Background: an optimization exercise with open tools, aiming at small area. Do not read the settings as production practice. The RTL was checked by simulation tests, not by an equivalence proof against the original design. Power and IR drop assume default switching activity.

Setup of the reference run:
==> flow/design.v <==
module arbitrage_engine (
    input  clk,
    input  rst,         
    input  uart_rx,
    output uart_tx
);
    wire      s1 = uart_rx;
    reg [8:0] rc;
    reg [3:0] rj;
    wire r_idle = ~rj[3] & rj[1] & ~rj[0];       
    wire r_stop = ~rj[3] & ~rj[1] & ~rj[0];      
    wire r_wrap = rc[8] & rc[7] & rc[5] & rc[3] & ~rc[2] & rc[1] & ~rc[0];
    wire r_ev   = rc[8] & ~rc[7] & ~rc[5] & rc[4] & ~rc[3] & rc[2] & ~rc[0];
    wire dev    = r_ev & rj[3];                  
    wire vld    = r_ev & r_stop;                 
    always @(posedge clk) begin
        if (~rst | r_idle | r_wrap) rc <= 9'd130;
        else rc <= {rc[7:0], ~(rc[8] ^ rc[3])};
        if (~rst | vld) rj <= 4'd6;
        else if (r_wrap | (r_idle & ~s1)) rj <= rj + 4'd1;
    end
    reg [2:0] ps;
    wire p_idle = ~ps[2] & ~ps[0];
    wire p_a    = ~ps[2] & ps[0];
    wire p_bh   = ps[2] & ps[0];
    wire p_b    = ps[2] & ps[1];
    wire p_ft   = ps[2] & ~ps[1];
    reg  m;
    wire m_bit = s1 ^ rj[0] ^ p_ft;              
    always @(posedge clk) begin
        if (r_idle) m <= 1'b1;
        else if (dev) m <= m & ~m_bit;
    end
    reg  [15:0] P;
    reg         br, bh;
    wire        pa   = P[0];
    wire        din  = p_b ? (s1 ^ pa ^ br) : s1;
    wire        xfer;
    wire hz    = ~|P[7:0];
    wire lz    = ~|P[15:8];
    wire eq    = hz & ~bh & lz;
    wire neg   = bh | (hz & br);                 
    wire kh    = br | (neg & lz);
    always @(posedge clk) begin
        if (~rst) ps <= 3'b000;
        else if (ps == 3'b010) ps <= 3'b101;
        else if (ps == 3'b101) ps <= 3'b000;
        else if (vld & p_ft) ps <= (m & ~eq) ? 3'b010 : 3'b000;
        else if (vld & (~p_idle | m)) ps <= {ps[1:0], ~ps[2]};
    end
    always @(posedge clk) begin
        if ((dev & ~p_ft) | xfer) P <= {din, P[15:1]};
        if (p_a | (vld & p_bh)) br <= 1'b0;
        else if (dev & p_b) br <= (~pa & (s1 | br)) | (s1 & br);
        if (vld & p_bh) bh <= br;
    end
    reg [2:0] eb;
    reg [3:0] q;
    reg [8:0] c;
    reg       txd;
    reg       f;         
    reg [15:0] R;
    reg        rneg, k;
    wire t_idle = q == 4'd3;
    wire t_en   = q == 4'd6;
    wire t_pre  = (q == 4'd4) | (q == 4'd5);
    wire t_start= q == 4'd7;
    wire t_data = q[3];
    wire nb     = c[8] & c[7] & c[6] & c[5] & c[3] & c[1] & c[0];
    wire e_idle = ~eb[1] & ~eb[0];
    wire e_sh   = ~eb[1] & eb[0];
    wire e_st   = ~eb[2] & eb[1];
    wire e_prof = eb[2];
    wire e_lo   = eb[2] & ~eb[0];
    wire pick   = ps == 3'b101;
    wire go     = t_idle & ~e_idle;
    assign xfer = e_sh & t_start & c[5] & c[4] & c[1] & c[0];
    wire rtx    = nb & t_data & e_prof;
    always @(posedge clk) begin
        if (~rst) q <= 4'd3;
        else if (pick) q <= 4'd4;
        else if (go) q <= 4'd6;
        else if (nb | (q == 4'd0) | (q == 4'd2) | t_pre | t_en) q <= q + 4'd1;
        if (~rst | nb | t_idle | t_pre | (t_en & ~f)) c <= 9'd230;
        else c <= {c[7:0], ~(c[8] ^ c[3])};
        if (~rst) f <= 1'b0;
        else if (q == 4'd2) f <= 1'b1;
        if (~rst) eb <= 3'd0;
        else if (go | pick) eb <= {eb[1] & eb[0], eb[0], ~eb[2]};
        if (xfer | rtx) R <= {pa, R[15:1]};
        if (pick) rneg <= neg;
        if (pick) k <= kh;
        else if (e_lo & t_start) k <= rneg;
        else if (rtx) k <= k & ~R[0];
    end
    wire [2:0] bi = q[2:0];
    reg  bitval;
    always @(*) begin
        if (e_sh)        bitval = bi[0];
        else if (e_st)   bitval = (bi == 3'd0) ? rneg : (bi == 3'd1) ? ~rneg : 1'b0;
        else if (e_prof) bitval = R[0] ^ rneg ^ k;
        else             bitval = ~bi[0];
    end
    always @(posedge clk) begin
        if (~rst) txd <= 1'b1;
        else if (t_data) txd <= bitval;
        else if (q == 4'd0) txd <= txd;
        else txd <= ~t_start;
    end
    assign uart_tx = txd;
endmodule
export LEC_CHECK = 0
export CAP_MARGIN = 20
export CORE_MARGIN = 2
export CORE_UTILIZATION = 40
export CTS_BUF_LIST = sky130_fd_sc_hd__clkbuf_16
export CTS_CLUSTER_DIAMETER = 500
export CTS_CLUSTER_SIZE = 100
export SLEW_MARGIN = 20
create_clock -name core_clock -period 20.0 [get_ports {clk}]
run.sh (not shown) runs the stock make flow with config.mk's settings and CLKGATE_MAP_FILE= SYNTH_SCRIPT=/design/flow/synth_recipe.tcl, a recipe that flattens the netlist after the stock synthesis.
The reference run: no failed stages, no open violations at the end
--- input diff the reference run..the trial run ---
==> flow/flow/run.sh (new file) <==
#!/bin/bash
# Standard layout with default settings; keeps a log of each step.
set -e
export CTS_ARGS="-sink_clustering_enable -repair_clock_nets -dont_use_dummy_load -buf_list sky130_fd_sc_hd__clkbuf_4"
bash standard.sh synth > synth.log 2>&1
bash standard.sh finish > finish.log 2>&1
==> flow/standard.sh (new file) <==
#!/bin/bash
# synth_recipe.tcl (not shown) runs the flow's synth.tcl, then flattens the netlist and writes it again
# the make line also repeats each setting of config.mk as NAME=value (left out here)
make -C /OpenROAD-flow-scripts/flow DESIGN_CONFIG=/design/flow/config.mk WORK_HOME=/design/flow/orfs CLKGATE_MAP_FILE= SYNTH_SCRIPT=/design/flow/synth_recipe.tcl "${@:-finish}"
--- a/flow/config.mk
+++ b/flow/config.mk
@@ -9,6 +9,3 @@
 export CORE_MARGIN = 2
 export CORE_UTILIZATION = 40
-export CTS_BUF_LIST = sky130_fd_sc_hd__clkbuf_16
-export CTS_CLUSTER_DIAMETER = 500
-export CTS_CLUSTER_SIZE = 100
 export SLEW_MARGIN = 20
removed: flow/run.sh
Notes after the runs:
The trial run was carried through to the last stage, and its layout satisfied the timing, DRC and antenna checks. When the trial run is measured against the reference run, its setup slack of the worst register-to-register path turns out 20 ps higher. The core utilization in the trial run was lower than what the reference run gave. Against the reference run, the trial run reports a slew of the pin with the lowest slew margin that is lower. The trial run vs. the reference run: share of the cycle needed by the critical path after routing went down 0.33 points, sequential share of layout area went up 4.9 points. When the final numbers for the trial run and the reference run were put side by side, the cell count turned out to be smaller in the trial run. Of the two candidates, the reference run has the worse clock power and the trial run the better one. The trial run against the reference run: required arrival time at the worst endpoint rose by 50 ps, total power went down 120 µW, total non-filler cell area in the finished layout down 8.5%.

* * *

// arbitrage_engine: RTL as listed in full above, without the edits since
clock: 20.0 ns
lec_check: 0
cap_margin: 20
core_margin: 2
core_utilization: 40
slew_margin: 20
Stock flow here: none of the scripts above is used.
The baseline completed with no timing, DRC or antenna violations.
Then changed:
- CTS_BUF_LIST: default -> sky130_fd_sc_hd__clkbuf_4
- CTS_CLUSTER_DIAMETER: default -> 200
- CTS_CLUSTER_SIZE: default -> 40
Effect: Total power fell by a few percent; clock skew rose by 4.3 ps; routed wire length barely changes; clock-buffer cell count fell by 3; area after synthesis does not change; design area fell slightly.

## re-timing with driven ports
The results above use ideal ports. As a check the final layouts listed here were re-extracted and re-timed, cells and wires unchanged.
Step 1, drivers: a clkbuf_16 drives clk and a buf_2 each remaining input, both assumed.
Step 2 adds t to the input delays and takes it off the output delays; t is the mean of the earliest and latest rising clock arrival at the registers after step 1. Input paths then give back, and output paths get back, about the clock's delay inside the block.
Slacks: ideal / step 1 / step 2; pairs: ideal / step 1.
run	shift t [ns]	slack for setup (ns)	clock arrival spread, ns	worst data-port slew with drivers (ns)
the reference run	0.360	14.635 / 14.651 / 14.290	0.005 / 0.005	0.03
the trial run	0.414	14.700 / 14.700 / 14.292	0.036 / 0.035	0.03
the first run of note 2	0.364	14.644 / 14.652 / 14.288	0.008 / 0.008	0.03
the second run of note 2	0.418	14.699 / 14.672 / 14.308	0.012 / 0.011	0.03
After both steps every run listed still meets setup and hold. The setup slack of the trial run, which loses most, moves by 0.000 ns with the drivers and by -0.408 ns with both steps.
